Background: an optimization exercise with open tools, aiming at small area. Do not read the settings as production practice. In this exercise RTL edits were held to simulation tests only and were not proved equivalent to the original.

`flow/design.v`:
```
module sqrt_u32 (
    input  wire        clk,
    input  wire        rst_n,
    input  wire        valid_in,
    input  wire [31:0] data_i,
    output wire        valid_out,
    output wire [15:0] data_o
);
    reg [1:0] v;
    always @(posedge clk or negedge rst_n)
        if (!rst_n) v <= 2'd0;
        else v <= {v[0], valid_in};
    assign valid_out = v[1];
    wire [31:0] x0_d, x0;
    wire [1:0] r1_d, r1;
    wire [0:0] q1_d, q1;
    wire [29:0] x1_d, x1;
    wire [2:0] r2_d, r2;
    wire [1:0] q2_d, q2;
    wire [27:0] x2_d, x2;
    wire [3:0] r3_d, r3;
    wire [2:0] q3_d, q3;
    wire [25:0] x3_d, x3;
    wire [4:0] r4_d, r4;
    wire [3:0] q4_d, q4;
    wire [23:0] x4_d, x4;
    wire [5:0] r5_d, r5;
    wire [4:0] q5_d, q5;
    wire [21:0] x5_d, x5;
    wire [6:0] r6_d, r6;
    wire [5:0] q6_d, q6;
    wire [19:0] x6_d, x6;
    wire [7:0] r7_d, r7;
    wire [6:0] q7_d, q7;
    wire [17:0] x7_d, x7;
    wire [8:0] r8_d, r8;
    wire [7:0] q8_d, q8;
    wire [15:0] x8_d, x8;
    wire [9:0] r9_d, r9;
    wire [8:0] q9_d, q9;
    wire [13:0] x9_d, x9;
    wire [10:0] r10_d, r10;
    wire [9:0] q10_d, q10;
    wire [11:0] x10_d, x10;
    wire [11:0] r11_d, r11;
    wire [10:0] q11_d, q11;
    wire [9:0] x11_d, x11;
    wire [12:0] r12_d, r12;
    wire [11:0] q12_d, q12;
    wire [7:0] x12_d, x12;
    wire [13:0] r13_d, r13;
    wire [12:0] q13_d, q13;
    wire [5:0] x13_d, x13;
    wire [14:0] r14_d, r14;
    wire [13:0] q14_d, q14;
    wire [3:0] x14_d, x14;
    wire [14:0] q15_d, q15;
    wire [1:0] x15_d, x15;
    wire [15:0] q16_d, q16;
    assign x0_d = data_i;
    assign x0 = x0_d;
    assign r1 = r1_d;
    assign q1 = q1_d;
    assign x1 = x1_d;
    assign r2 = r2_d;
    assign q2 = q2_d;
    assign x2 = x2_d;
    assign r3 = r3_d;
    assign q3 = q3_d;
    assign x3 = x3_d;
    assign r4 = r4_d;
    assign q4 = q4_d;
    assign x4 = x4_d;
    assign r5 = r5_d;
    assign q5 = q5_d;
    assign x5 = x5_d;
    assign r6 = r6_d;
    assign q6 = q6_d;
    assign x6 = x6_d;
    reg  [7:0] r7_q;
    reg  [6:0] q7_q;
    reg  [17:0] x7_q;
    always @(posedge clk) begin
        r7_q <= r7_d;
        q7_q <= q7_d;
        x7_q <= x7_d;
    end
    assign r7 = r7_q;
    assign q7 = q7_q;
    assign x7 = x7_q;
    assign r8 = r8_d;
    assign q8 = q8_d;
    assign x8 = x8_d;
    assign r9 = r9_d;
    assign q9 = q9_d;
    assign x9 = x9_d;
    assign r10 = r10_d;
    assign q10 = q10_d;
    assign x10 = x10_d;
    assign r11 = r11_d;
    assign q11 = q11_d;
    assign x11 = x11_d;
    assign r12 = r12_d;
    assign q12 = q12_d;
    assign x12 = x12_d;
    reg  [13:0] r13_q;
    reg  [12:0] q13_q;
    reg  [5:0] x13_q;
    always @(posedge clk) begin
        r13_q <= r13_d;
        q13_q <= q13_d;
        x13_q <= x13_d;
    end
    assign r13 = r13_q;
    assign q13 = q13_q;
    assign x13 = x13_q;
    assign r14 = r14_d;
    assign q14 = q14_d;
    assign x14 = x14_d;
    assign q15 = q15_d;
    assign x15 = x15_d;
    assign q16 = q16_d;
    wire [1:0] t0 = x0[31:30];
    wire [2:0] d0 = {1'b0, t0} - 3'd1;
    wire ge0 = ~d0[2];
    assign r1_d = ge0 ? d0[1:0] : t0[1:0];
    assign x1_d = x0[29:0];
    assign q1_d = ge0;
    wire [3:0] t1 = {r1, x1[29:28]};
    wire [4:0] c1;
    wire [3:0] d1;
    wire [3:0] n1 = {1'b1, ~q1, 2'b10};
    assign c1[0] = 1'b1;
    assign d1[0] = t1[0] ^ n1[0] ^ c1[0];
    assign c1[1] = (t1[0] & n1[0]) | (t1[0] & c1[0]) | (n1[0] & c1[0]);
    assign d1[1] = t1[1] ^ n1[1] ^ c1[1];
    assign c1[2] = (t1[1] & n1[1]) | (t1[1] & c1[1]) | (n1[1] & c1[1]);
    assign d1[2] = t1[2] ^ n1[2] ^ c1[2];
    assign c1[3] = (t1[2] & n1[2]) | (t1[2] & c1[2]) | (n1[2] & c1[2]);
    assign d1[3] = t1[3] ^ n1[3] ^ c1[3];
    assign c1[4] = (t1[3] & n1[3]) | (t1[3] & c1[3]) | (n1[3] & c1[3]);
    wire ge1 = c1[4];
    assign r2_d = ge1 ? d1[2:0] : t1[2:0];
    assign x2_d = x1[27:0];
    assign q2_d = {q1, ge1};
    wire [4:0] t2 = {r2, x2[27:26]};
    wire [5:0] c2;
    wire [4:0] d2;
    wire [4:0] n2 = {1'b1, ~q2, 2'b10};
    assign c2[0] = 1'b1;
    assign d2[0] = t2[0] ^ n2[0] ^ c2[0];
    assign c2[1] = (t2[0] & n2[0]) | (t2[0] & c2[0]) | (n2[0] & c2[0]);
    assign d2[1] = t2[1] ^ n2[1] ^ c2[1];
    assign c2[2] = (t2[1] & n2[1]) | (t2[1] & c2[1]) | (n2[1] & c2[1]);
    assign d2[2] = t2[2] ^ n2[2] ^ c2[2];
    assign c2[3] = (t2[2] & n2[2]) | (t2[2] & c2[2]) | (n2[2] & c2[2]);
    assign d2[3] = t2[3] ^ n2[3] ^ c2[3];
    assign c2[4] = (t2[3] & n2[3]) | (t2[3] & c2[3]) | (n2[3] & c2[3]);
    assign d2[4] = t2[4] ^ n2[4] ^ c2[4];
    assign c2[5] = (t2[4] & n2[4]) | (t2[4] & c2[4]) | (n2[4] & c2[4]);
    wire ge2 = c2[5];
    assign r3_d = ge2 ? d2[3:0] : t2[3:0];
    assign x3_d = x2[25:0];
    assign q3_d = {q2, ge2};
    wire [5:0] t3 = {r3, x3[25:24]};
    wire [6:0] c3;
    wire [5:0] d3;
    wire [5:0] n3 = {1'b1, ~q3, 2'b10};
    assign c3[0] = 1'b1;
    assign d3[0] = t3[0] ^ n3[0] ^ c3[0];
    assign c3[1] = (t3[0] & n3[0]) | (t3[0] & c3[0]) | (n3[0] & c3[0]);
    assign d3[1] = t3[1] ^ n3[1] ^ c3[1];
    assign c3[2] = (t3[1] & n3[1]) | (t3[1] & c3[1]) | (n3[1] & c3[1]);
    assign d3[2] = t3[2] ^ n3[2] ^ c3[2];
    assign c3[3] = (t3[2] & n3[2]) | (t3[2] & c3[2]) | (n3[2] & c3[2]);
    assign d3[3] = t3[3] ^ n3[3] ^ c3[3];
    assign c3[4] = (t3[3] & n3[3]) | (t3[3] & c3[3]) | (n3[3] & c3[3]);
    assign d3[4] = t3[4] ^ n3[4] ^ c3[4];
    assign c3[5] = (t3[4] & n3[4]) | (t3[4] & c3[4]) | (n3[4] & c3[4]);
    assign d3[5] = t3[5] ^ n3[5] ^ c3[5];
    assign c3[6] = (t3[5] & n3[5]) | (t3[5] & c3[5]) | (n3[5] & c3[5]);
    wire ge3 = c3[6];
    assign r4_d = ge3 ? d3[4:0] : t3[4:0];
    assign x4_d = x3[23:0];
    assign q4_d = {q3, ge3};
    wire [6:0] t4 = {r4, x4[23:22]};
    wire [7:0] c4;
    wire [6:0] d4;
    wire [6:0] n4 = {1'b1, ~q4, 2'b10};
    assign c4[0] = 1'b1;
    assign d4[0] = t4[0] ^ n4[0] ^ c4[0];
    assign c4[1] = (t4[0] & n4[0]) | (t4[0] & c4[0]) | (n4[0] & c4[0]);
    assign d4[1] = t4[1] ^ n4[1] ^ c4[1];
    assign c4[2] = (t4[1] & n4[1]) | (t4[1] & c4[1]) | (n4[1] & c4[1]);
    assign d4[2] = t4[2] ^ n4[2] ^ c4[2];
    assign c4[3] = (t4[2] & n4[2]) | (t4[2] & c4[2]) | (n4[2] & c4[2]);
    assign d4[3] = t4[3] ^ n4[3] ^ c4[3];
    assign c4[4] = (t4[3] & n4[3]) | (t4[3] & c4[3]) | (n4[3] & c4[3]);
    assign d4[4] = t4[4] ^ n4[4] ^ c4[4];
    assign c4[5] = (t4[4] & n4[4]) | (t4[4] & c4[4]) | (n4[4] & c4[4]);
    assign d4[5] = t4[5] ^ n4[5] ^ c4[5];
    assign c4[6] = (t4[5] & n4[5]) | (t4[5] & c4[5]) | (n4[5] & c4[5]);
    assign d4[6] = t4[6] ^ n4[6] ^ c4[6];
    assign c4[7] = (t4[6] & n4[6]) | (t4[6] & c4[6]) | (n4[6] & c4[6]);
    wire ge4 = c4[7];
    assign r5_d = ge4 ? d4[5:0] : t4[5:0];
    assign x5_d = x4[21:0];
    assign q5_d = {q4, ge4};
    wire [7:0] t5 = {r5, x5[21:20]};
    wire [8:0] c5;
    wire [7:0] d5;
    wire [7:0] n5 = {1'b1, ~q5, 2'b10};
    assign c5[0] = 1'b1;
    assign d5[0] = t5[0] ^ n5[0] ^ c5[0];
    assign c5[1] = (t5[0] & n5[0]) | (t5[0] & c5[0]) | (n5[0] & c5[0]);
    assign d5[1] = t5[1] ^ n5[1] ^ c5[1];
    assign c5[2] = (t5[1] & n5[1]) | (t5[1] & c5[1]) | (n5[1] & c5[1]);
    assign d5[2] = t5[2] ^ n5[2] ^ c5[2];
    assign c5[3] = (t5[2] & n5[2]) | (t5[2] & c5[2]) | (n5[2] & c5[2]);
    assign d5[3] = t5[3] ^ n5[3] ^ c5[3];
    assign c5[4] = (t5[3] & n5[3]) | (t5[3] & c5[3]) | (n5[3] & c5[3]);
    assign d5[4] = t5[4] ^ n5[4] ^ c5[4];
    assign c5[5] = (t5[4] & n5[4]) | (t5[4] & c5[4]) | (n5[4] & c5[4]);
    assign d5[5] = t5[5] ^ n5[5] ^ c5[5];
    assign c5[6] = (t5[5] & n5[5]) | (t5[5] & c5[5]) | (n5[5] & c5[5]);
    assign d5[6] = t5[6] ^ n5[6] ^ c5[6];
    assign c5[7] = (t5[6] & n5[6]) | (t5[6] & c5[6]) | (n5[6] & c5[6]);
    assign d5[7] = t5[7] ^ n5[7] ^ c5[7];
    assign c5[8] = (t5[7] & n5[7]) | (t5[7] & c5[7]) | (n5[7] & c5[7]);
    wire ge5 = c5[8];
    assign r6_d = ge5 ? d5[6:0] : t5[6:0];
    assign x6_d = x5[19:0];
    assign q6_d = {q5, ge5};
    wire [8:0] t6 = {r6, x6[19:18]};
    wire [9:0] c6;
    wire [8:0] d6;
    wire [8:0] n6 = {1'b1, ~q6, 2'b10};
    assign c6[0] = 1'b1;
    assign d6[0] = t6[0] ^ n6[0] ^ c6[0];
    assign c6[1] = (t6[0] & n6[0]) | (t6[0] & c6[0]) | (n6[0] & c6[0]);
    assign d6[1] = t6[1] ^ n6[1] ^ c6[1];
    assign c6[2] = (t6[1] & n6[1]) | (t6[1] & c6[1]) | (n6[1] & c6[1]);
    assign d6[2] = t6[2] ^ n6[2] ^ c6[2];
    assign c6[3] = (t6[2] & n6[2]) | (t6[2] & c6[2]) | (n6[2] & c6[2]);
    assign d6[3] = t6[3] ^ n6[3] ^ c6[3];
    assign c6[4] = (t6[3] & n6[3]) | (t6[3] & c6[3]) | (n6[3] & c6[3]);
    assign d6[4] = t6[4] ^ n6[4] ^ c6[4];
    assign c6[5] = (t6[4] & n6[4]) | (t6[4] & c6[4]) | (n6[4] & c6[4]);
    assign d6[5] = t6[5] ^ n6[5] ^ c6[5];
    assign c6[6] = (t6[5] & n6[5]) | (t6[5] & c6[5]) | (n6[5] & c6[5]);
    assign d6[6] = t6[6] ^ n6[6] ^ c6[6];
    assign c6[7] = (t6[6] & n6[6]) | (t6[6] & c6[6]) | (n6[6] & c6[6]);
    assign d6[7] = t6[7] ^ n6[7] ^ c6[7];
    assign c6[8] = (t6[7] & n6[7]) | (t6[7] & c6[7]) | (n6[7] & c6[7]);
    assign d6[8] = t6[8] ^ n6[8] ^ c6[8];
    assign c6[9] = (t6[8] & n6[8]) | (t6[8] & c6[8]) | (n6[8] & c6[8]);
    wire ge6 = c6[9];
    assign r7_d = ge6 ? d6[7:0] : t6[7:0];
    assign x7_d = x6[17:0];
    assign q7_d = {q6, ge6};
    wire [9:0] t7 = {r7, x7[17:16]};
    wire [10:0] c7;
    wire [9:0] d7;
    wire [9:0] n7 = {1'b1, ~q7, 2'b10};
    assign c7[0] = 1'b1;
    assign d7[0] = t7[0] ^ n7[0] ^ c7[0];
    assign c7[1] = (t7[0] & n7[0]) | (t7[0] & c7[0]) | (n7[0] & c7[0]);
    assign d7[1] = t7[1] ^ n7[1] ^ c7[1];
    assign c7[2] = (t7[1] & n7[1]) | (t7[1] & c7[1]) | (n7[1] & c7[1]);
    assign d7[2] = t7[2] ^ n7[2] ^ c7[2];
    assign c7[3] = (t7[2] & n7[2]) | (t7[2] & c7[2]) | (n7[2] & c7[2]);
    assign d7[3] = t7[3] ^ n7[3] ^ c7[3];
    assign c7[4] = (t7[3] & n7[3]) | (t7[3] & c7[3]) | (n7[3] & c7[3]);
    assign d7[4] = t7[4] ^ n7[4] ^ c7[4];
    assign c7[5] = (t7[4] & n7[4]) | (t7[4] & c7[4]) | (n7[4] & c7[4]);
    assign d7[5] = t7[5] ^ n7[5] ^ c7[5];
    assign c7[6] = (t7[5] & n7[5]) | (t7[5] & c7[5]) | (n7[5] & c7[5]);
    assign d7[6] = t7[6] ^ n7[6] ^ c7[6];
    assign c7[7] = (t7[6] & n7[6]) | (t7[6] & c7[6]) | (n7[6] & c7[6]);
    assign d7[7] = t7[7] ^ n7[7] ^ c7[7];
    assign c7[8] = (t7[7] & n7[7]) | (t7[7] & c7[7]) | (n7[7] & c7[7]);
    assign d7[8] = t7[8] ^ n7[8] ^ c7[8];
    assign c7[9] = (t7[8] & n7[8]) | (t7[8] & c7[8]) | (n7[8] & c7[8]);
    assign d7[9] = t7[9] ^ n7[9] ^ c7[9];
    assign c7[10] = (t7[9] & n7[9]) | (t7[9] & c7[9]) | (n7[9] & c7[9]);
    wire ge7 = c7[10];
    assign r8_d = ge7 ? d7[8:0] : t7[8:0];
    assign x8_d = x7[15:0];
    assign q8_d = {q7, ge7};
    wire [10:0] t8 = {r8, x8[15:14]};
    wire [11:0] c8;
    wire [10:0] d8;
    wire [10:0] n8 = {1'b1, ~q8, 2'b10};
    assign c8[0] = 1'b1;
    assign d8[0] = t8[0] ^ n8[0] ^ c8[0];
    assign c8[1] = (t8[0] & n8[0]) | (t8[0] & c8[0]) | (n8[0] & c8[0]);
    assign d8[1] = t8[1] ^ n8[1] ^ c8[1];
    assign c8[2] = (t8[1] & n8[1]) | (t8[1] & c8[1]) | (n8[1] & c8[1]);
    assign d8[2] = t8[2] ^ n8[2] ^ c8[2];
    assign c8[3] = (t8[2] & n8[2]) | (t8[2] & c8[2]) | (n8[2] & c8[2]);
    assign d8[3] = t8[3] ^ n8[3] ^ c8[3];
    assign c8[4] = (t8[3] & n8[3]) | (t8[3] & c8[3]) | (n8[3] & c8[3]);
    assign d8[4] = t8[4] ^ n8[4] ^ c8[4];
    assign c8[5] = (t8[4] & n8[4]) | (t8[4] & c8[4]) | (n8[4] & c8[4]);
    assign d8[5] = t8[5] ^ n8[5] ^ c8[5];
    assign c8[6] = (t8[5] & n8[5]) | (t8[5] & c8[5]) | (n8[5] & c8[5]);
    assign d8[6] = t8[6] ^ n8[6] ^ c8[6];
    assign c8[7] = (t8[6] & n8[6]) | (t8[6] & c8[6]) | (n8[6] & c8[6]);
    assign d8[7] = t8[7] ^ n8[7] ^ c8[7];
    assign c8[8] = (t8[7] & n8[7]) | (t8[7] & c8[7]) | (n8[7] & c8[7]);
    assign d8[8] = t8[8] ^ n8[8] ^ c8[8];
    assign c8[9] = (t8[8] & n8[8]) | (t8[8] & c8[8]) | (n8[8] & c8[8]);
    assign d8[9] = t8[9] ^ n8[9] ^ c8[9];
    assign c8[10] = (t8[9] & n8[9]) | (t8[9] & c8[9]) | (n8[9] & c8[9]);
    assign d8[10] = t8[10] ^ n8[10] ^ c8[10];
    assign c8[11] = (t8[10] & n8[10]) | (t8[10] & c8[10]) | (n8[10] & c8[10]);
    wire ge8 = c8[11];
    assign r9_d = ge8 ? d8[9:0] : t8[9:0];
    assign x9_d = x8[13:0];
    assign q9_d = {q8, ge8};
    wire [11:0] t9 = {r9, x9[13:12]};
    wire [12:0] c9;
    wire [11:0] d9;
    wire [11:0] n9 = {1'b1, ~q9, 2'b10};
    assign c9[0] = 1'b1;
    assign d9[0] = t9[0] ^ n9[0] ^ c9[0];
    assign c9[1] = (t9[0] & n9[0]) | (t9[0] & c9[0]) | (n9[0] & c9[0]);
    assign d9[1] = t9[1] ^ n9[1] ^ c9[1];
    assign c9[2] = (t9[1] & n9[1]) | (t9[1] & c9[1]) | (n9[1] & c9[1]);
    assign d9[2] = t9[2] ^ n9[2] ^ c9[2];
    assign c9[3] = (t9[2] & n9[2]) | (t9[2] & c9[2]) | (n9[2] & c9[2]);
    assign d9[3] = t9[3] ^ n9[3] ^ c9[3];
    assign c9[4] = (t9[3] & n9[3]) | (t9[3] & c9[3]) | (n9[3] & c9[3]);
    assign d9[4] = t9[4] ^ n9[4] ^ c9[4];
    assign c9[5] = (t9[4] & n9[4]) | (t9[4] & c9[4]) | (n9[4] & c9[4]);
    assign d9[5] = t9[5] ^ n9[5] ^ c9[5];
    assign c9[6] = (t9[5] & n9[5]) | (t9[5] & c9[5]) | (n9[5] & c9[5]);
    assign d9[6] = t9[6] ^ n9[6] ^ c9[6];
    assign c9[7] = (t9[6] & n9[6]) | (t9[6] & c9[6]) | (n9[6] & c9[6]);
    assign d9[7] = t9[7] ^ n9[7] ^ c9[7];
    assign c9[8] = (t9[7] & n9[7]) | (t9[7] & c9[7]) | (n9[7] & c9[7]);
    assign d9[8] = t9[8] ^ n9[8] ^ c9[8];
    assign c9[9] = (t9[8] & n9[8]) | (t9[8] & c9[8]) | (n9[8] & c9[8]);
    assign d9[9] = t9[9] ^ n9[9] ^ c9[9];
    assign c9[10] = (t9[9] & n9[9]) | (t9[9] & c9[9]) | (n9[9] & c9[9]);
    assign d9[10] = t9[10] ^ n9[10] ^ c9[10];
    assign c9[11] = (t9[10] & n9[10]) | (t9[10] & c9[10]) | (n9[10] & c9[10]);
    assign d9[11] = t9[11] ^ n9[11] ^ c9[11];
    assign c9[12] = (t9[11] & n9[11]) | (t9[11] & c9[11]) | (n9[11] & c9[11]);
    wire ge9 = c9[12];
    assign r10_d = ge9 ? d9[10:0] : t9[10:0];
    assign x10_d = x9[11:0];
    assign q10_d = {q9, ge9};
    wire [12:0] t10 = {r10, x10[11:10]};
    wire [13:0] c10;
    wire [12:0] d10;
    wire [12:0] n10 = {1'b1, ~q10, 2'b10};
    assign c10[0] = 1'b1;
    assign d10[0] = t10[0] ^ n10[0] ^ c10[0];
    assign c10[1] = (t10[0] & n10[0]) | (t10[0] & c10[0]) | (n10[0] & c10[0]);
    assign d10[1] = t10[1] ^ n10[1] ^ c10[1];
    assign c10[2] = (t10[1] & n10[1]) | (t10[1] & c10[1]) | (n10[1] & c10[1]);
    assign d10[2] = t10[2] ^ n10[2] ^ c10[2];
    assign c10[3] = (t10[2] & n10[2]) | (t10[2] & c10[2]) | (n10[2] & c10[2]);
    assign d10[3] = t10[3] ^ n10[3] ^ c10[3];
    assign c10[4] = (t10[3] & n10[3]) | (t10[3] & c10[3]) | (n10[3] & c10[3]);
    assign d10[4] = t10[4] ^ n10[4] ^ c10[4];
    assign c10[5] = (t10[4] & n10[4]) | (t10[4] & c10[4]) | (n10[4] & c10[4]);
    assign d10[5] = t10[5] ^ n10[5] ^ c10[5];
    assign c10[6] = (t10[5] & n10[5]) | (t10[5] & c10[5]) | (n10[5] & c10[5]);
    assign d10[6] = t10[6] ^ n10[6] ^ c10[6];
    assign c10[7] = (t10[6] & n10[6]) | (t10[6] & c10[6]) | (n10[6] & c10[6]);
    assign d10[7] = t10[7] ^ n10[7] ^ c10[7];
    assign c10[8] = (t10[7] & n10[7]) | (t10[7] & c10[7]) | (n10[7] & c10[7]);
    assign d10[8] = t10[8] ^ n10[8] ^ c10[8];
    assign c10[9] = (t10[8] & n10[8]) | (t10[8] & c10[8]) | (n10[8] & c10[8]);
    assign d10[9] = t10[9] ^ n10[9] ^ c10[9];
    assign c10[10] = (t10[9] & n10[9]) | (t10[9] & c10[9]) | (n10[9] & c10[9]);
    assign d10[10] = t10[10] ^ n10[10] ^ c10[10];
    assign c10[11] = (t10[10] & n10[10]) | (t10[10] & c10[10]) | (n10[10] & c10[10]);
    assign d10[11] = t10[11] ^ n10[11] ^ c10[11];
    assign c10[12] = (t10[11] & n10[11]) | (t10[11] & c10[11]) | (n10[11] & c10[11]);
    assign d10[12] = t10[12] ^ n10[12] ^ c10[12];
    assign c10[13] = (t10[12] & n10[12]) | (t10[12] & c10[12]) | (n10[12] & c10[12]);
    wire ge10 = c10[13];
    assign r11_d = ge10 ? d10[11:0] : t10[11:0];
    assign x11_d = x10[9:0];
    assign q11_d = {q10, ge10};
    wire [13:0] t11 = {r11, x11[9:8]};
    wire [14:0] c11;
    wire [13:0] d11;
    wire [13:0] n11 = {1'b1, ~q11, 2'b10};
    assign c11[0] = 1'b1;
    assign d11[0] = t11[0] ^ n11[0] ^ c11[0];
    assign c11[1] = (t11[0] & n11[0]) | (t11[0] & c11[0]) | (n11[0] & c11[0]);
    assign d11[1] = t11[1] ^ n11[1] ^ c11[1];
    assign c11[2] = (t11[1] & n11[1]) | (t11[1] & c11[1]) | (n11[1] & c11[1]);
    assign d11[2] = t11[2] ^ n11[2] ^ c11[2];
    assign c11[3] = (t11[2] & n11[2]) | (t11[2] & c11[2]) | (n11[2] & c11[2]);
    assign d11[3] = t11[3] ^ n11[3] ^ c11[3];
    assign c11[4] = (t11[3] & n11[3]) | (t11[3] & c11[3]) | (n11[3] & c11[3]);
    assign d11[4] = t11[4] ^ n11[4] ^ c11[4];
    assign c11[5] = (t11[4] & n11[4]) | (t11[4] & c11[4]) | (n11[4] & c11[4]);
    assign d11[5] = t11[5] ^ n11[5] ^ c11[5];
    assign c11[6] = (t11[5] & n11[5]) | (t11[5] & c11[5]) | (n11[5] & c11[5]);
    assign d11[6] = t11[6] ^ n11[6] ^ c11[6];
    assign c11[7] = (t11[6] & n11[6]) | (t11[6] & c11[6]) | (n11[6] & c11[6]);
    assign d11[7] = t11[7] ^ n11[7] ^ c11[7];
    assign c11[8] = (t11[7] & n11[7]) | (t11[7] & c11[7]) | (n11[7] & c11[7]);
    assign d11[8] = t11[8] ^ n11[8] ^ c11[8];
    assign c11[9] = (t11[8] & n11[8]) | (t11[8] & c11[8]) | (n11[8] & c11[8]);
    assign d11[9] = t11[9] ^ n11[9] ^ c11[9];
    assign c11[10] = (t11[9] & n11[9]) | (t11[9] & c11[9]) | (n11[9] & c11[9]);
    assign d11[10] = t11[10] ^ n11[10] ^ c11[10];
    assign c11[11] = (t11[10] & n11[10]) | (t11[10] & c11[10]) | (n11[10] & c11[10]);
    assign d11[11] = t11[11] ^ n11[11] ^ c11[11];
    assign c11[12] = (t11[11] & n11[11]) | (t11[11] & c11[11]) | (n11[11] & c11[11]);
    assign d11[12] = t11[12] ^ n11[12] ^ c11[12];
    assign c11[13] = (t11[12] & n11[12]) | (t11[12] & c11[12]) | (n11[12] & c11[12]);
    assign d11[13] = t11[13] ^ n11[13] ^ c11[13];
    assign c11[14] = (t11[13] & n11[13]) | (t11[13] & c11[13]) | (n11[13] & c11[13]);
    wire ge11 = c11[14];
    assign r12_d = ge11 ? d11[12:0] : t11[12:0];
    assign x12_d = x11[7:0];
    assign q12_d = {q11, ge11};
    wire [14:0] t12 = {r12, x12[7:6]};
    wire [15:0] c12;
    wire [14:0] d12;
    wire [14:0] n12 = {1'b1, ~q12, 2'b10};
    assign c12[0] = 1'b1;
    assign d12[0] = t12[0] ^ n12[0] ^ c12[0];
    assign c12[1] = (t12[0] & n12[0]) | (t12[0] & c12[0]) | (n12[0] & c12[0]);
    assign d12[1] = t12[1] ^ n12[1] ^ c12[1];
    assign c12[2] = (t12[1] & n12[1]) | (t12[1] & c12[1]) | (n12[1] & c12[1]);
    assign d12[2] = t12[2] ^ n12[2] ^ c12[2];
    assign c12[3] = (t12[2] & n12[2]) | (t12[2] & c12[2]) | (n12[2] & c12[2]);
    assign d12[3] = t12[3] ^ n12[3] ^ c12[3];
    assign c12[4] = (t12[3] & n12[3]) | (t12[3] & c12[3]) | (n12[3] & c12[3]);
    assign d12[4] = t12[4] ^ n12[4] ^ c12[4];
    assign c12[5] = (t12[4] & n12[4]) | (t12[4] & c12[4]) | (n12[4] & c12[4]);
    assign d12[5] = t12[5] ^ n12[5] ^ c12[5];
    assign c12[6] = (t12[5] & n12[5]) | (t12[5] & c12[5]) | (n12[5] & c12[5]);
    assign d12[6] = t12[6] ^ n12[6] ^ c12[6];
    assign c12[7] = (t12[6] & n12[6]) | (t12[6] & c12[6]) | (n12[6] & c12[6]);
    assign d12[7] = t12[7] ^ n12[7] ^ c12[7];
    assign c12[8] = (t12[7] & n12[7]) | (t12[7] & c12[7]) | (n12[7] & c12[7]);
    assign d12[8] = t12[8] ^ n12[8] ^ c12[8];
    assign c12[9] = (t12[8] & n12[8]) | (t12[8] & c12[8]) | (n12[8] & c12[8]);
    assign d12[9] = t12[9] ^ n12[9] ^ c12[9];
    assign c12[10] = (t12[9] & n12[9]) | (t12[9] & c12[9]) | (n12[9] & c12[9]);
    assign d12[10] = t12[10] ^ n12[10] ^ c12[10];
    assign c12[11] = (t12[10] & n12[10]) | (t12[10] & c12[10]) | (n12[10] & c12[10]);
    assign d12[11] = t12[11] ^ n12[11] ^ c12[11];
    assign c12[12] = (t12[11] & n12[11]) | (t12[11] & c12[11]) | (n12[11] & c12[11]);
    assign d12[12] = t12[12] ^ n12[12] ^ c12[12];
    assign c12[13] = (t12[12] & n12[12]) | (t12[12] & c12[12]) | (n12[12] & c12[12]);
    assign d12[13] = t12[13] ^ n12[13] ^ c12[13];
    assign c12[14] = (t12[13] & n12[13]) | (t12[13] & c12[13]) | (n12[13] & c12[13]);
    assign d12[14] = t12[14] ^ n12[14] ^ c12[14];
    assign c12[15] = (t12[14] & n12[14]) | (t12[14] & c12[14]) | (n12[14] & c12[14]);
    wire ge12 = c12[15];
    assign r13_d = ge12 ? d12[13:0] : t12[13:0];
    assign x13_d = x12[5:0];
    assign q13_d = {q12, ge12};
    wire [15:0] t13 = {r13, x13[5:4]};
    wire [16:0] c13;
    wire [15:0] d13;
    wire [15:0] n13 = {1'b1, ~q13, 2'b10};
    assign c13[0] = 1'b1;
    assign d13[0] = t13[0] ^ n13[0] ^ c13[0];
    assign c13[1] = (t13[0] & n13[0]) | (t13[0] & c13[0]) | (n13[0] & c13[0]);
    assign d13[1] = t13[1] ^ n13[1] ^ c13[1];
    assign c13[2] = (t13[1] & n13[1]) | (t13[1] & c13[1]) | (n13[1] & c13[1]);
    assign d13[2] = t13[2] ^ n13[2] ^ c13[2];
    assign c13[3] = (t13[2] & n13[2]) | (t13[2] & c13[2]) | (n13[2] & c13[2]);
    assign d13[3] = t13[3] ^ n13[3] ^ c13[3];
    assign c13[4] = (t13[3] & n13[3]) | (t13[3] & c13[3]) | (n13[3] & c13[3]);
    assign d13[4] = t13[4] ^ n13[4] ^ c13[4];
    assign c13[5] = (t13[4] & n13[4]) | (t13[4] & c13[4]) | (n13[4] & c13[4]);
    assign d13[5] = t13[5] ^ n13[5] ^ c13[5];
    assign c13[6] = (t13[5] & n13[5]) | (t13[5] & c13[5]) | (n13[5] & c13[5]);
    assign d13[6] = t13[6] ^ n13[6] ^ c13[6];
    assign c13[7] = (t13[6] & n13[6]) | (t13[6] & c13[6]) | (n13[6] & c13[6]);
    assign d13[7] = t13[7] ^ n13[7] ^ c13[7];
    assign c13[8] = (t13[7] & n13[7]) | (t13[7] & c13[7]) | (n13[7] & c13[7]);
    assign d13[8] = t13[8] ^ n13[8] ^ c13[8];
    assign c13[9] = (t13[8] & n13[8]) | (t13[8] & c13[8]) | (n13[8] & c13[8]);
    assign d13[9] = t13[9] ^ n13[9] ^ c13[9];
    assign c13[10] = (t13[9] & n13[9]) | (t13[9] & c13[9]) | (n13[9] & c13[9]);
    assign d13[10] = t13[10] ^ n13[10] ^ c13[10];
    assign c13[11] = (t13[10] & n13[10]) | (t13[10] & c13[10]) | (n13[10] & c13[10]);
    assign d13[11] = t13[11] ^ n13[11] ^ c13[11];
    assign c13[12] = (t13[11] & n13[11]) | (t13[11] & c13[11]) | (n13[11] & c13[11]);
    assign d13[12] = t13[12] ^ n13[12] ^ c13[12];
    assign c13[13] = (t13[12] & n13[12]) | (t13[12] & c13[12]) | (n13[12] & c13[12]);
    assign d13[13] = t13[13] ^ n13[13] ^ c13[13];
    assign c13[14] = (t13[13] & n13[13]) | (t13[13] & c13[13]) | (n13[13] & c13[13]);
    assign d13[14] = t13[14] ^ n13[14] ^ c13[14];
    assign c13[15] = (t13[14] & n13[14]) | (t13[14] & c13[14]) | (n13[14] & c13[14]);
    assign d13[15] = t13[15] ^ n13[15] ^ c13[15];
    assign c13[16] = (t13[15] & n13[15]) | (t13[15] & c13[15]) | (n13[15] & c13[15]);
    wire ge13 = c13[16];
    assign r14_d = ge13 ? d13[14:0] : t13[14:0];
    assign x14_d = x13[3:0];
    assign q14_d = {q13, ge13};
    wire [16:0] t14 = {r14, x14[3:2]};
    wire [17:0] c14;
    wire [16:0] d14;
    wire [16:0] n14 = {1'b1, ~q14, 2'b10};
    assign c14[0] = 1'b1;
    assign d14[0] = t14[0] ^ n14[0] ^ c14[0];
    assign c14[1] = (t14[0] & n14[0]) | (t14[0] & c14[0]) | (n14[0] & c14[0]);
    assign d14[1] = t14[1] ^ n14[1] ^ c14[1];
    assign c14[2] = (t14[1] & n14[1]) | (t14[1] & c14[1]) | (n14[1] & c14[1]);
    assign d14[2] = t14[2] ^ n14[2] ^ c14[2];
    assign c14[3] = (t14[2] & n14[2]) | (t14[2] & c14[2]) | (n14[2] & c14[2]);
    assign d14[3] = t14[3] ^ n14[3] ^ c14[3];
    assign c14[4] = (t14[3] & n14[3]) | (t14[3] & c14[3]) | (n14[3] & c14[3]);
    assign d14[4] = t14[4] ^ n14[4] ^ c14[4];
    assign c14[5] = (t14[4] & n14[4]) | (t14[4] & c14[4]) | (n14[4] & c14[4]);
    assign d14[5] = t14[5] ^ n14[5] ^ c14[5];
    assign c14[6] = (t14[5] & n14[5]) | (t14[5] & c14[5]) | (n14[5] & c14[5]);
    assign d14[6] = t14[6] ^ n14[6] ^ c14[6];
    assign c14[7] = (t14[6] & n14[6]) | (t14[6] & c14[6]) | (n14[6] & c14[6]);
    assign d14[7] = t14[7] ^ n14[7] ^ c14[7];
    assign c14[8] = (t14[7] & n14[7]) | (t14[7] & c14[7]) | (n14[7] & c14[7]);
    assign d14[8] = t14[8] ^ n14[8] ^ c14[8];
    assign c14[9] = (t14[8] & n14[8]) | (t14[8] & c14[8]) | (n14[8] & c14[8]);
    assign d14[9] = t14[9] ^ n14[9] ^ c14[9];
    assign c14[10] = (t14[9] & n14[9]) | (t14[9] & c14[9]) | (n14[9] & c14[9]);
    assign d14[10] = t14[10] ^ n14[10] ^ c14[10];
    assign c14[11] = (t14[10] & n14[10]) | (t14[10] & c14[10]) | (n14[10] & c14[10]);
    assign d14[11] = t14[11] ^ n14[11] ^ c14[11];
    assign c14[12] = (t14[11] & n14[11]) | (t14[11] & c14[11]) | (n14[11] & c14[11]);
    assign d14[12] = t14[12] ^ n14[12] ^ c14[12];
    assign c14[13] = (t14[12] & n14[12]) | (t14[12] & c14[12]) | (n14[12] & c14[12]);
    assign d14[13] = t14[13] ^ n14[13] ^ c14[13];
    assign c14[14] = (t14[13] & n14[13]) | (t14[13] & c14[13]) | (n14[13] & c14[13]);
    assign d14[14] = t14[14] ^ n14[14] ^ c14[14];
    assign c14[15] = (t14[14] & n14[14]) | (t14[14] & c14[14]) | (n14[14] & c14[14]);
    assign d14[15] = t14[15] ^ n14[15] ^ c14[15];
    assign c14[16] = (t14[15] & n14[15]) | (t14[15] & c14[15]) | (n14[15] & c14[15]);
    assign d14[16] = t14[16] ^ n14[16] ^ c14[16];
    assign c14[17] = (t14[16] & n14[16]) | (t14[16] & c14[16]) | (n14[16] & c14[16]);
    wire ge14 = c14[17];
    assign q15_d = {q14, ge14};
    wire [17:0] a1_a = {d14[15:0], x14[1:0]};
    wire [17:0] a1_n = ~({1'b0, q14, 3'b101});
    wire [18:0] a1_c;
    assign a1_c[0] = 1'b1;
    assign a1_c[1] = (a1_a[0] & a1_n[0]) | (a1_a[0] & a1_c[0]) | (a1_n[0] & a1_c[0]);
    assign a1_c[2] = (a1_a[1] & a1_n[1]) | (a1_a[1] & a1_c[1]) | (a1_n[1] & a1_c[1]);
    assign a1_c[3] = (a1_a[2] & a1_n[2]) | (a1_a[2] & a1_c[2]) | (a1_n[2] & a1_c[2]);
    assign a1_c[4] = (a1_a[3] & a1_n[3]) | (a1_a[3] & a1_c[3]) | (a1_n[3] & a1_c[3]);
    assign a1_c[5] = (a1_a[4] & a1_n[4]) | (a1_a[4] & a1_c[4]) | (a1_n[4] & a1_c[4]);
    assign a1_c[6] = (a1_a[5] & a1_n[5]) | (a1_a[5] & a1_c[5]) | (a1_n[5] & a1_c[5]);
    assign a1_c[7] = (a1_a[6] & a1_n[6]) | (a1_a[6] & a1_c[6]) | (a1_n[6] & a1_c[6]);
    assign a1_c[8] = (a1_a[7] & a1_n[7]) | (a1_a[7] & a1_c[7]) | (a1_n[7] & a1_c[7]);
    assign a1_c[9] = (a1_a[8] & a1_n[8]) | (a1_a[8] & a1_c[8]) | (a1_n[8] & a1_c[8]);
    assign a1_c[10] = (a1_a[9] & a1_n[9]) | (a1_a[9] & a1_c[9]) | (a1_n[9] & a1_c[9]);
    assign a1_c[11] = (a1_a[10] & a1_n[10]) | (a1_a[10] & a1_c[10]) | (a1_n[10] & a1_c[10]);
    assign a1_c[12] = (a1_a[11] & a1_n[11]) | (a1_a[11] & a1_c[11]) | (a1_n[11] & a1_c[11]);
    assign a1_c[13] = (a1_a[12] & a1_n[12]) | (a1_a[12] & a1_c[12]) | (a1_n[12] & a1_c[12]);
    assign a1_c[14] = (a1_a[13] & a1_n[13]) | (a1_a[13] & a1_c[13]) | (a1_n[13] & a1_c[13]);
    assign a1_c[15] = (a1_a[14] & a1_n[14]) | (a1_a[14] & a1_c[14]) | (a1_n[14] & a1_c[14]);
    assign a1_c[16] = (a1_a[15] & a1_n[15]) | (a1_a[15] & a1_c[15]) | (a1_n[15] & a1_c[15]);
    assign a1_c[17] = (a1_a[16] & a1_n[16]) | (a1_a[16] & a1_c[16]) | (a1_n[16] & a1_c[16]);
    assign a1_c[18] = (a1_a[17] & a1_n[17]) | (a1_a[17] & a1_c[17]) | (a1_n[17] & a1_c[17]);
    wire a1 = a1_c[18];
    wire [17:0] a0_a = {t14[15:0], x14[1:0]};
    wire [17:0] a0_n = ~({1'b0, q14, 3'b001});
    wire [18:0] a0_c;
    assign a0_c[0] = 1'b1;
    assign a0_c[1] = (a0_a[0] & a0_n[0]) | (a0_a[0] & a0_c[0]) | (a0_n[0] & a0_c[0]);
    assign a0_c[2] = (a0_a[1] & a0_n[1]) | (a0_a[1] & a0_c[1]) | (a0_n[1] & a0_c[1]);
    assign a0_c[3] = (a0_a[2] & a0_n[2]) | (a0_a[2] & a0_c[2]) | (a0_n[2] & a0_c[2]);
    assign a0_c[4] = (a0_a[3] & a0_n[3]) | (a0_a[3] & a0_c[3]) | (a0_n[3] & a0_c[3]);
    assign a0_c[5] = (a0_a[4] & a0_n[4]) | (a0_a[4] & a0_c[4]) | (a0_n[4] & a0_c[4]);
    assign a0_c[6] = (a0_a[5] & a0_n[5]) | (a0_a[5] & a0_c[5]) | (a0_n[5] & a0_c[5]);
    assign a0_c[7] = (a0_a[6] & a0_n[6]) | (a0_a[6] & a0_c[6]) | (a0_n[6] & a0_c[6]);
    assign a0_c[8] = (a0_a[7] & a0_n[7]) | (a0_a[7] & a0_c[7]) | (a0_n[7] & a0_c[7]);
    assign a0_c[9] = (a0_a[8] & a0_n[8]) | (a0_a[8] & a0_c[8]) | (a0_n[8] & a0_c[8]);
    assign a0_c[10] = (a0_a[9] & a0_n[9]) | (a0_a[9] & a0_c[9]) | (a0_n[9] & a0_c[9]);
    assign a0_c[11] = (a0_a[10] & a0_n[10]) | (a0_a[10] & a0_c[10]) | (a0_n[10] & a0_c[10]);
    assign a0_c[12] = (a0_a[11] & a0_n[11]) | (a0_a[11] & a0_c[11]) | (a0_n[11] & a0_c[11]);
    assign a0_c[13] = (a0_a[12] & a0_n[12]) | (a0_a[12] & a0_c[12]) | (a0_n[12] & a0_c[12]);
    assign a0_c[14] = (a0_a[13] & a0_n[13]) | (a0_a[13] & a0_c[13]) | (a0_n[13] & a0_c[13]);
    assign a0_c[15] = (a0_a[14] & a0_n[14]) | (a0_a[14] & a0_c[14]) | (a0_n[14] & a0_c[14]);
    assign a0_c[16] = (a0_a[15] & a0_n[15]) | (a0_a[15] & a0_c[15]) | (a0_n[15] & a0_c[15]);
    assign a0_c[17] = (a0_a[16] & a0_n[16]) | (a0_a[16] & a0_c[16]) | (a0_n[16] & a0_c[16]);
    assign a0_c[18] = (a0_a[17] & a0_n[17]) | (a0_a[17] & a0_c[17]) | (a0_n[17] & a0_c[17]);
    wire a0 = a0_c[18];
    wire ge15 = ge14 ? a1 : a0;
    assign q16_d = {q15, ge15};
    assign data_o = q16;
endmodule
```
`flow/flow/run.sh`:
```
#!/bin/bash
# Standard layout (standard.sh) with its own logic mapping:
# - synthesis skips Yosys's full-adder extraction (ADDER_MAP_FILE empty), so ABC maps the
#   carry chains itself;
# - ABC runs flow/area.abc instead of ORFS's script. Everything else in synthesis (registers,
#   flattening, renaming) is the standard synthesis script, patched only at the abc call.
# - input and output ports get the smallest buffer (buf_1).
export BUFFER_PORTS_ARGS="-buffer_cell sky130_fd_sc_hd__buf_1"
# - clock tree without dummy loads.
export CTS_ARGS="-sink_clustering_enable -repair_clock_nets -buf_list sky130_fd_sc_hd__clkbuf_8 -dont_use_dummy_load"
set -euo pipefail
here=$(pwd)
sed 's|^\(\s*\)log_cmd abc {\*}$abc_args|\1log_cmd abc {*}[lreplace $abc_args 1 1 $::env(MY_ABC_SCRIPT)]|' \
  "$FLOW_HOME/scripts/synth.tcl" > "$here/synth_abc.tcl"
grep -q 'MY_ABC_SCRIPT' "$here/synth_abc.tcl"
sed "s|\$::env(SCRIPTS_DIR)/synth.tcl|$here/synth_abc.tcl|" synth_recipe.tcl > "$here/synth_recipe_abc.tcl"
grep -q synth_abc.tcl "$here/synth_recipe_abc.tcl"
sed "s|SYNTH_SCRIPT=[^ ]*|SYNTH_SCRIPT=$here/synth_recipe_abc.tcl|" standard.sh > "$here/standard_abc.sh"
export ADDER_MAP_FILE=
export MY_ABC_SCRIPT="$here/flow/area.abc"
bash "$here/standard_abc.sh" > standard.log 2>&1
```
`flow/flow/area.abc`:
```
strash
dch
map -B 0.9
topo
stime -c
buffer -c
dnsize -c
```
`flow/standard.sh`:
```
#!/bin/bash
# synth_recipe.tcl (not shown) runs the flow's synth.tcl, then flattens the netlist and writes it again
# the make line also repeats each setting of config.mk as NAME=value (left out here)
make -C /OpenROAD-flow-scripts/flow DESIGN_CONFIG=/design/flow/config.mk WORK_HOME=/design/flow/orfs CLKGATE_MAP_FILE= SYNTH_SCRIPT=/design/flow/synth_recipe.tcl "${@:-finish}"
```
`flow/config.mk`:
```
export PLATFORM = sky130hd
export DESIGN_NAME = sqrt_u32
export DESIGN_NICKNAME = sqrt_u32
export VERILOG_FILES = /design/flow/design.v
export SDC_FILE = /design/flow/constraint.sdc
export NUM_CORES = 4
export LEC_CHECK = 0
export ABC_AREA = 1
export CAP_MARGIN = 20
export CORE_MARGIN = 2
export CORE_UTILIZATION = 55
export CTS_BUF_LIST = sky130_fd_sc_hd__clkbuf_8
export GPL_TIMING_DRIVEN = 0
export PLACE_DENSITY = 0.65
export SETUP_SLACK_MARGIN = -0.5
export SLEW_MARGIN = 20
```
`flow/constraint.sdc`:
```
create_clock -name core_clock -period 9.0 [get_ports {clk}]
set_input_delay 1.8000 -clock core_clock [delete_from_list [all_inputs] [get_ports {clk}]]
set_output_delay 1.8000 -clock core_clock [all_outputs]
set_load 0.01 [all_outputs]
```
==> results of run 1 <==
cell families after synthesis:
logic type	Yosys count
buf+inv	138
simple gates	672
compound gates	126
xor+xnor	105
mux	3
flops	68
fa+ha+maj	10
worst max-delay path, delay by kind of cell (launching register included):
family,cells,cell delay (ps)
simple gates,107,8300
compound gates,1,60
flops,1,410
buf+inv,2,290
cell type report:
type,instances,area [um^2]
Multi-Input combinational cell,916,5000
Fill cell,1077,3586
Sequential cell,68,1388
Timing Repair Buffer,95,541.8
Inverter,115,462.9
Tap cell,143,178.9
Clock buffer,9,123.9
Buffer,14,88.84
per-stage QoR:
stage          hold WS (ps)  area (um^2)  TNS (ps)  util [%]
6_report              329.5         7784     -2543     68.46
4_1_cts               330.1         7169     -7035     63.06
3_3_place_gp          311.7         6754    -36090     59.40
3_5_place_dp          312.1         6754    -38320     59.40
2_1_floorplan         309.6         6384     -1721         -
5_1_grt               335.8         7784    -15400     68.46
final timing paths:
check                                start                to  cells past startpoint
hold / removal             x7_q[0]$_DFF_P_  x13_q[0]$_DFF_P_                      0
hold reg to reg            x7_q[0]$_DFF_P_  x13_q[0]$_DFF_P_                      0
setup / recovery           q7_q[2]$_DFF_P_  r13_q[8]$_DFF_P_                    110
max in group asynchronous            rst_n    v[0]$_DFF_PN0_                      1
setup reg to reg           q7_q[2]$_DFF_P_  r13_q[8]$_DFF_P_                    110
min in group asynchronous            rst_n    v[1]$_DFF_PN0_                      1
flip-flops by register name, summed over array words and instances (netlist names):
name,cells
q13_q,13
q7_q,7
r13_q,14
r7_q,8
v,2
x13_q,6
x7_q,18
repair_timing:
item / CTS / global route
pin swaps: 5 / 48
setup buffers: 15 / 29
gates resized for setup: 80 / 149
gates cloned: 0 / 1
endpoints found under the setup margin: 17 / 24
cells in the mapped netlist, drive strengths merged:
cell type  number  share of area, %
a21boi          2              0.24
a21oi          25               2.0
a221oi          5              0.69
a31oi           2              0.20
buf            13               1.2
clkbuf         10              0.59
clkinv          3              0.18
dfrtp           2              0.78
dfxtp          66                21
inv           112               6.6
maj3           10               1.6
mux2i           3              0.47
nand2         512                30
nand3          59               4.6
nand3b          5              0.59
nor2           49               2.9
nor3            5              0.39
o211ai          5              0.59
o21ai          74               5.8
o21bai          2              0.24
o22ai           9              0.88
o311ai          1              0.14
o31ai           1              0.12
or2            42               4.1
xnor2          38               5.2
xor2           67               9.2
metal layers:
layer | global-route usage [%] | vias up | share of wire (%)
met5 | 0 | - | 0
met4 | 5.926 | 0 | 1.7
li1 | - | 3706 | -
met2 | 42.87 | 88 | 50
met1 | 30.06 | 2981 | 46
met3 | 5.008 | 23 | 3.2
==> flow_summary.json, run 1 <==
{
  "grt_usage_pct": 24.20,
  "synth-simple-area-share_pct": 42.71,
  "ys_seq_area_share_pct": 21.48,
  "die-area_um2": 12480,
  "path_max_fanout": 8,
  "synth_top_family_by_area": "simple AND/OR/NAND/NOR gates",
  "grt_pass1_wl_um": 25040,
  "synth_compound_area_share_pct": 10.84,
  "drc_errors": 0,
  "path_class": "flip-flop to flip-flop",
  "final_nets": 1254,
  "hold_path.class": "flip-flop to flip-flop",
  "drtIter0Drc": 291,
  "layout.failed_checks": "negative setup slack",
  "syn_area_um2": 6384,
  "grt_pass1_vias": 5692,
  "status": "complete, but fails checks",
  "dp.cells": 1316,
  "area_growth_pct": 21.93,
  "synth.distinct_cells": 28,
  "cp-end-kind": "flip-flop",
  "maxCapViolCount": 0,
  "fin_skew_ps": 19.88,
  "coreArea_um2": 11370,
  "grt_max_degree": 14,
  "io_buffers": 51,
  "cts_buffers": 9,
  "vias": 6798,
  "netlist_instances": 1122,
  "place_congestion": 0.8479,
  "tightest_slew_ps": 768.7,
  "cts.htree.levels": 3,
  "clk_pin_slew_ps": 70,
  "slew_violations": 0,
  "cts_tree": "built",
  "final_common_cell": "nand2_1",
  "wl_um": 15680,
  "clk_path_buf_depth": 2,
  "dp_slack_ps": -2604,
  "worst_path_most_repeated_cell": "nand2_2",
  "cpPeakStageDelay_ps": 410,
  "cp_slowest_cell": "dfxtp_4",
  "cts_hold_buf": 0,
  "final_cell_mix": "nand2_1 (407), inv_1 (102), nand2_2 (90)",
  "dr.pass1.iters": 5,
  "ios": 52,
  "setup_viol": 15,
  "max_freq_mhz": 108.5,
  "synth.mux.area_fraction_pct": 0.4704,
  "die_w_um": 111.7,
  "stdcell_count": 1360,
  "clk_latency_ps": 360,
  "reg2reg_slack_ps": -220,
  "yosys.area_share.xor_xnor_pct": 14.41,
  "ys_ff_latch": 68,
  "dieHeight_um": 111.7,
  "start_kind": "flip-flop",
  "yosys_warnings": 1,
  "fin_crit_sh_pct": 102.4,
  "numClockSinks": 68,
  "crit_arrival_ps": 9450,
  "antenna_found_initial": 0,
  "maxSlewHeadroom_pct": 48.21,
  "synthAdderAreaFrac_pct": 1.568,
  "final_antenna_net_count": 0,
  "overflow": 0,
  "cts_root_buf": "clkbuf_8",
  "drive_gt1_share_pct": 21.12,
  "start_util_pct": 56.15,
  "vias_per_cell": 4.999,
  "wl_per_cell_um": 11.53,
  "syn_avg_cell_area_um2": 5.690,
  "synth_nets": 1157,
  "hold_viol": 0,
  "required_ps": 9230,
  "finalCriticalPeriod_ps": 9217,
  "worst_slack_ps": -217.0,
  "antenna_cells": 0,
  "row_count": 39,
  "dp.final_hpwl_um": 11630
}
==> run 2, diff against run 1 <==
--- a/flow/design.v
+++ b/flow/design.v
@@ -78,21 +78,21 @@
     assign q6 = q6_d;
     assign x6 = x6_d;
-    reg  [7:0] r7_q;
-    reg  [6:0] q7_q;
-    reg  [17:0] x7_q;
-    always @(posedge clk) begin
-        r7_q <= r7_d;
-        q7_q <= q7_d;
-        x7_q <= x7_d;
-    end
-    assign r7 = r7_q;
-    assign q7 = q7_q;
-    assign x7 = x7_q;
+    assign r7 = r7_d;
+    assign q7 = q7_d;
+    assign x7 = x7_d;
     assign r8 = r8_d;
     assign q8 = q8_d;
     assign x8 = x8_d;
-    assign r9 = r9_d;
-    assign q9 = q9_d;
-    assign x9 = x9_d;
+    reg  [9:0] r9_q;
+    reg  [8:0] q9_q;
+    reg  [13:0] x9_q;
+    always @(posedge clk) begin
+        r9_q <= r9_d;
+        q9_q <= q9_d;
+        x9_q <= x9_d;
+    end
+    assign r9 = r9_q;
+    assign q9 = q9_q;
+    assign x9 = x9_q;
     assign r10 = r10_d;
     assign q10 = q10_d;
==> run 2 against run 1 <==
  * Cell count is 2.8% higher
  * Synthesized cell count grew 4.9%
  * Critical path depth decreased by 31
  * Register-to-register slack improved by 1000 ps
  * Largest cell class unchanged
  * Utilization shrank 4.7 points
  * The run now finishes clean
  * Setup slack improved by 670 ps
  * Fmax increased by 7.8%
  * Area after synthesis is 2.5% higher
  * Flip-flop and latch count did not move
==> flow_summary.json, run 2 <==
{
  "status": "timing/DRC/antenna clean",
  "grt_pass1_vias": 5763,
  "postPlaceCellArea_um2": 6912,
  "coreArea_um2": 11520,
  "fin_area_um2": 7337,
  "die_w_um": 113.1,
  "cts_hold_buf": 0,
  "cts_buffers": 9,
  "drc_errors": 0,
  "synth_nets": 1212,
  "die-area_um2": 12780,
  "setup_viol": 0,
  "ys_seq_area_share_pct": 20.96,
  "cts_root_buf": "clkbuf_8",
  "maxCapViolCount": 0,
  "synth_common_cells": "nand2_1 (569), inv_1 (125), nand3_1 (84)",
  "final_nets": 1292,
  "path_max_fanout": 10,
  "place_congestion": 0.8484,
  "yosys_warnings": 1,
  "clk_latency_ps": 350,
  "final_common_cell": "nand2_1",
  "synthTopCellsByArea": "nand2_1 (33%), dfxtp_1 (20%), xor2_1 (7.4%), inv_1 (7.2%), nand3_1 (6.4%)",
  "start_util_pct": 56.80,
  "hold_depth": 0,
  "multi_input_area_um2": 4696,
  "final_util_pct": 63.71,
  "required_ps": 9240,
  "antenna_cells": 0,
  "reg2regPathDepth": 84,
  "setup_tns_ps": 0,
  "grt_pass1_wl_um": 24730,
  "ios": 52,
  "start_kind": "input pin",
  "syn_avg_cell_area_um2": 5.558,
  "worst_path_most_repeated_cell": "nand2_1",
  "crit_cells": 79,
  "wl_um": 14550,
  "fin_skew_ps": 21.73,
  "wl_per_cell_um": 10.41,
  "area_growth_pct": 12.17,
  "overflow": 0,
  "synth_enable_flop_cells": 0,
  "drtIter0Drc": 325,
  "path_buf_inv": 12,
  "synthFlopType": "dfxtp_1",
  "ys_ff_latch": 68,
  "critPathTopFamily": "simple AND/OR/NAND/NOR gates",
  "top_regs": "r13_q x14, x9_q x14, q13_q x13",
  "cpPeakStageDelay_ps": 210,
  "drive_gt1_share_pct": 9.243,
  "fin_crit_sh_pct": 94.97,
  "finalCriticalPeriod_ps": 8548,
  "clk_path_buf_depth": 2,
  "netlist_instances": 1177,
  "synth_top_area_share_pct": 32.65,
  "maxSlewHeadroom_pct": 67.80,
  "vias_per_cell": 4.848,
  "clk_pin_slew_ps": 60,
  "final_cell_mix": "nand2_1 (549), inv_1 (119), nand3_1 (83)",
  "cp-end-kind": "flip-flop",
  "hold_viol": 0,
  "tightest_slew_ps": 483.0,
  "vias": 6778,
  "hold_path.class": "flip-flop to flip-flop",
  "syn_area_um2": 6541,
  "grt_max_degree": 17,
  "slew_violations": 0,
  "ff_latch_area_um2": 1373,
  "dr.pass1.iters": 15,
  "async_reset_ff_share_pct": 2.941,
  "max_freq_mhz": 117.0,
  "grt_usage_pct": 23.39,
  "synth_top_area_cell": "nand2_1",
  "cp_slowest_cell": "xor2_1",
  "final_antenna_net_count": 0,
  "synth.distinct_cells": 31,
  "numClockSinks": 68,
  "crit_arrival_ps": 8780,
  "fill_cells": 1185,
  "dieHeight_um": 113.1,
  "row_count": 39,
  "antenna_found_initial": 0,
  "dp.final_hpwl_um": 12170,
  "cts.htree.levels": 3,
  "cts_tree": "built",
  "synthMostInstantiatedCell": "nand2_1",
  "io_buffers": 51,
  "path_class": "input pin to flip-flop"
}
[run 2: timing repair]
item                       CTS  global route
gates cloned                 0             1
buffers inserted             1            19
setup endpoints to repair   11            26
resized for setup           11            65
pin swaps                    1             9
hold endpoints to repair     0             0
[run 2: kinds of logic after synthesis]
kind of cell    after synthesis  synth area share, %
buf+inv                     150                9.086
simple gates                734                45.72
compound gates              124                10.62
xor+xnor                     96                12.85
fa+ha+maj                     4               0.6121
mux                           1               0.1530
flops                        68                20.96
[run 2: final timing paths]
check	from	endpoint	slack, ps
worst min-delay path	x9_q[4]$_DFF_P_	x13_q[4]$_DFF_P_	330
worst max-delay path	data_i[28]	r9_q[4]$_DFF_P_	450
worst min register to register	x9_q[4]$_DFF_P_	x13_q[4]$_DFF_P_	330
max in group asynchronous	rst_n	v[1]$_DFF_PN0_	7660
worst max register to register	q9_q[1]$_DFF_P_	r13_q[12]$_DFF_P_	800
min in group asynchronous	rst_n	v[0]$_DFF_PN0_	1220
[run 2: area by class of cell]
cell class                      count  share of cell area [%]
Multi-Input combinational cell    960                   64.00
Sequential cell                    68                   18.71
Inverter                          126                   6.600
Timing Repair Buffer               71                   4.707
Tap cell                          143                   2.439
Buffer                             21                   1.859
Clock buffer                        9                   1.688
[run 2: worst register-to-register path, delay by kind of cell (launching register included)]
| family | cells | cell delay, ps |
|---|---|---|
| buffers and inverters | 3 | 530 |
| DFF | 1 | 420 |
| and+or+nand+nor | 79 | 6930 |
| AOI/OAI and AO/OA | 2 | 240 |
[run 2: stage by stage]
stage / hold WS, ps / worst slack [ps] / std cells
2_1_floorplan: 309.6 / 554.8 / 1177
6_report: 328.1 / 452.3 / 1398
3_5_place_dp: 314.3 / -1341 / 1371
5_1_grt: 335.5 / -596.7 / 1398
3_3_place_gp: 309.8 / -1297 / 1371
4_1_cts: 329.6 / -486.1 / 1380
[run 2: per-layer routing]
layer / vias up / part of all wire, % / global-route usage (%) / routed length (um)
met5: - / 0 / 0 / 0
met4: 0 / 1.4 / 6.341 / 198
met3: 16 / 2.6 / 3.589 / 376
met2: 86 / 52 / 45.15 / 7589
met1: 2843 / 44 / 26.50 / 6383
li1: 3833 / - / - / -
==> run 3, diff against run 2 <==
==> flow/flow/area.abc (replaced) <==
strash
dc2
dch
map -B 0.9
topo
stime -c
buffer -c
dnsize -c
==> run 3 against run 2 <==
  * Still clean on timing, DRC and antenna
  * Utilization fell by 2.1 points
  * Largest cell class unchanged
  * Fmax is essentially flat
  * Worst hold slack gained 1.3 ps
  * Flip-flop and latch count stayed put
  * First-iteration DRC count rose by 4.3%
  * Cell area decreased by 4.5%
  * Critical path type unchanged
  * Routed wire length rose by 0.48%
==> flow_summary.json, run 3 <==
{
  "drive_gt1_share_pct": 5.800,
  "numClockSinks": 68,
  "grt_pass1_wl_um": 24970,
  "dp.cells": 1338,
  "antenna_cells": 0,
  "synth_top_area_share_pct": 27.40,
  "yosys_warnings": 1,
  "hold_path.startpoint": "x9_q[3]$_DFF_P_",
  "start_kind": "input pin",
  "die_w_um": 111.9,
  "start_util_pct": 56.27,
  "dp.final_hpwl_um": 12220,
  "cts_hold_buf": 0,
  "cp-end-kind": "flip-flop",
  "async_reset_ff_share_pct": 2.941,
  "cts_root_buf": "clkbuf_8",
  "dr.pass1.iters": 5,
  "postPlaceCellArea_um2": 6768,
  "required_ps": 9230,
  "syn_area_um2": 6397,
  "vias": 6825,
  "fin_crit_sh_pct": 95.02,
  "cts_buffers": 9,
  "synth_common_cells": "nand2_1 (467), inv_1 (131), nand3_1 (112)",
  "cts_tree": "built",
  "synthTopCellsByArea": "nand2_1 (27%), dfxtp_1 (21%), nand3_1 (8.8%), inv_1 (7.7%), o21ai_0 (7.0%)",
  "wl_per_cell_um": 10.83,
  "io_buffers": 51,
  "fin_area_um2": 7010,
  "fill_cells": 1216,
  "drtIter0Drc": 339,
  "max_freq_mhz": 116.9,
  "top_regs": "r13_q x14, x9_q x14, q13_q x13",
  "grt_use_met3_pct": 4.028,
  "synth_enable_flop_cells": 0,
  "ys_ff_latch": 68,
  "hold_path.class": "flip-flop to flip-flop",
  "final_common_cell": "nand2_1",
  "synth.distinct_cells": 33,
  "path_max_fanout": 10,
  "worst_path_most_repeated_cell": "nand2_1",
  "place_congestion": 0.8282,
  "cts.htree.levels": 3,
  "area_growth_pct": 9.583,
  "final_nets": 1244,
  "coreArea_um2": 11370,
  "met2_usage_pct": 42.14,
  "wl_um": 14620,
  "cpPeakStageDelay_ps": 210,
  "ios": 52,
  "drc_errors": 0,
  "tightest_slew_ps": 472.4,
  "ys_seq_area_share_pct": 21.44,
  "path_class": "input pin to flip-flop",
  "overflow": 0,
  "r2r-start": "q9_q[2]$_DFF_P_",
  "die-area_um2": 12510,
  "finalCriticalPeriod_ps": 8552,
  "synthFlopType": "dfxtp_1",
  "dp_slack_ps": -711.4,
  "setup_tns_ps": 0,
  "netlist_instances": 1144,
  "top_usage_layer": "met2",
  "maxCapViolCount": 0,
  "status": "timing/DRC/antenna clean",
  "antenna_found_initial": 0,
  "synth_top_area_cell": "nand2_1",
  "worst_slack_ps": 447.9,
  "cp_slowest_cell": "clkbuf_4",
  "row_count": 39,
  "clk_path_buf_depth": 2,
  "synthMostInstantiatedCell": "nand2_1",
  "setup_viol": 0,
  "final_cell_mix": "nand2_1 (464), inv_1 (128), nand3_1 (108)",
  "grt_usage_pct": 23.77,
  "crit_arrival_ps": 8780,
  "grt_max_degree": 15,
  "slew_violations": 0,
  "synth_nets": 1179,
  "startpoint": "data_i[30]",
  "fin_skew_ps": 15.10,
  "dieHeight_um": 111.9,
  "maxSlewHeadroom_pct": 68.51,
  "grt_pass1_vias": 5803,
  "stdcell_count": 1350,
  "hold_viol": 0,
  "clk_latency_ps": 350,
  "vias_per_cell": 5.056,
  "clk_pin_slew_ps": 80,
  "met1_usage_pct": 30.11,
  "syn_avg_cell_area_um2": 5.592,
  "final_antenna_net_count": 0
}
==> run 3: cell count changes in the layout (fill, tap and decap cells not counted), moves of 5 or more <==
| cell | change |
|---|---|
| o21ai_0 | +14 |
| nand2_1 | -85 |
| o21ai_1 | -7 |
| or2_2 | -5 |
| nand3b_1 | -6 |
| nor2_1 | +32 |
| inv_1 | +9 |
| a21oi_1 | +9 |
| a31oi_1 | +5 |
| buf_4 | -14 |
| nand2_2 | -14 |
| nand3_1 | +25 |
| xor2_1 | -8 |
==> run 3: cell type report <==
type | count | area [um^2] | share of cell area, %
buffer | 21 | 116.4 | 1.660
timing repair buffer | 54 | 214.0 | 3.052
sequential | 68 | 1371 | 19.56
inverter | 131 | 495.5 | 7.068
clock buffer | 9 | 123.9 | 1.767
tap | 143 | 178.9 | 2.552
multi-input combinational | 924 | 4511 | 64.34
==> run 3: worst max-delay path: cells and delay by family <==
kind            cells  cell delay, ps
simple gates       46            4400
buf+inv            12            1800
compound gates      5             720
==> run 3: logic make-up (layout without fill, tap and decap cells) <==
kind of cell,Yosys count,in the layout,share of synthesized area [%]
and+or+nand+nor,689,689,44.42
AOI/OAI and AO/OA,145,145,12.46
adders and majority gates,1,1,0.1565
buffers and inverters,152,215,9.290
muxes,3,3,0.4694
DFF,68,68,21.44
xor gates and xnor gates,86,86,11.77
==> run 3: final timing paths <==
path / to / slack (ps) / depth (start not counted)
max in group asynchronous: v[0]$_DFF_PN0_ / 7670 / 1
worst max-delay path: r9_q[8]$_DFF_P_ / 450 / 63
worst max register to register: r13_q[13]$_DFF_P_ / 1150 / 47
worst min-delay path: x13_q[3]$_DFF_P_ / 330 / 0
min in group asynchronous: v[1]$_DFF_PN0_ / 1210 / 1
worst min register to register: x13_q[3]$_DFF_P_ / 330 / 0
==> run 3: per-layer routing <==
metal	up-vias	routed length (um)
li1	3748	-
met1	2960	7079
met2	104	6820
met3	13	514
met4	0	203
met5	-	0
==> run 3: what timing repair did <==
action,in CTS,in global routing
setup endpoints to repair,0,12
setup buffers,0,3
gates resized for setup,0,38
==> run 3: through the flow <==
stage | hold slack, ps | util (%)
final | 329.4 | 61.66
after global routing | 338.5 | 61.66
after CTS | 331.7 | 60.61
after detailed placement | 312.1 | 59.52
after global placement | 311.1 | 59.52
after floorplan | 309.6 | -

## port drivers added, routing unchanged
The flow's constraints put no driver on any port. The routed layouts listed below were extracted and timed again, unchanged, in two steps. Step 1 sets driving cells, clkbuf_16 on the clock port and buf_2 on the other inputs (assumed; they add their load-dependent delay and slew). Step 2 adds t to the input delays and takes it off the output delays; t is the mean of the earliest and latest rising clock arrival at the registers after step 1. Input paths then give back, and output paths get back, about the clock's delay inside the block. Three values: ideal ports, drivers, drivers and shift; two values: the first two.
run	t (ns)	setup WS [ns]	worst hold slack (ns)
run 1	0.391	-0.217 / -0.217 / -0.217	0.329 / 0.329 / 0.329
run 2	0.370	0.452 / 0.463 / 0.093	0.328 / 0.328 / 0.328
run 3	0.378	0.448 / 0.424 / 0.084	0.329 / 0.329 / 0.329
The setup slack of run 3, which loses most, moves by -0.024 ns with the drivers and by -0.364 ns with both steps.
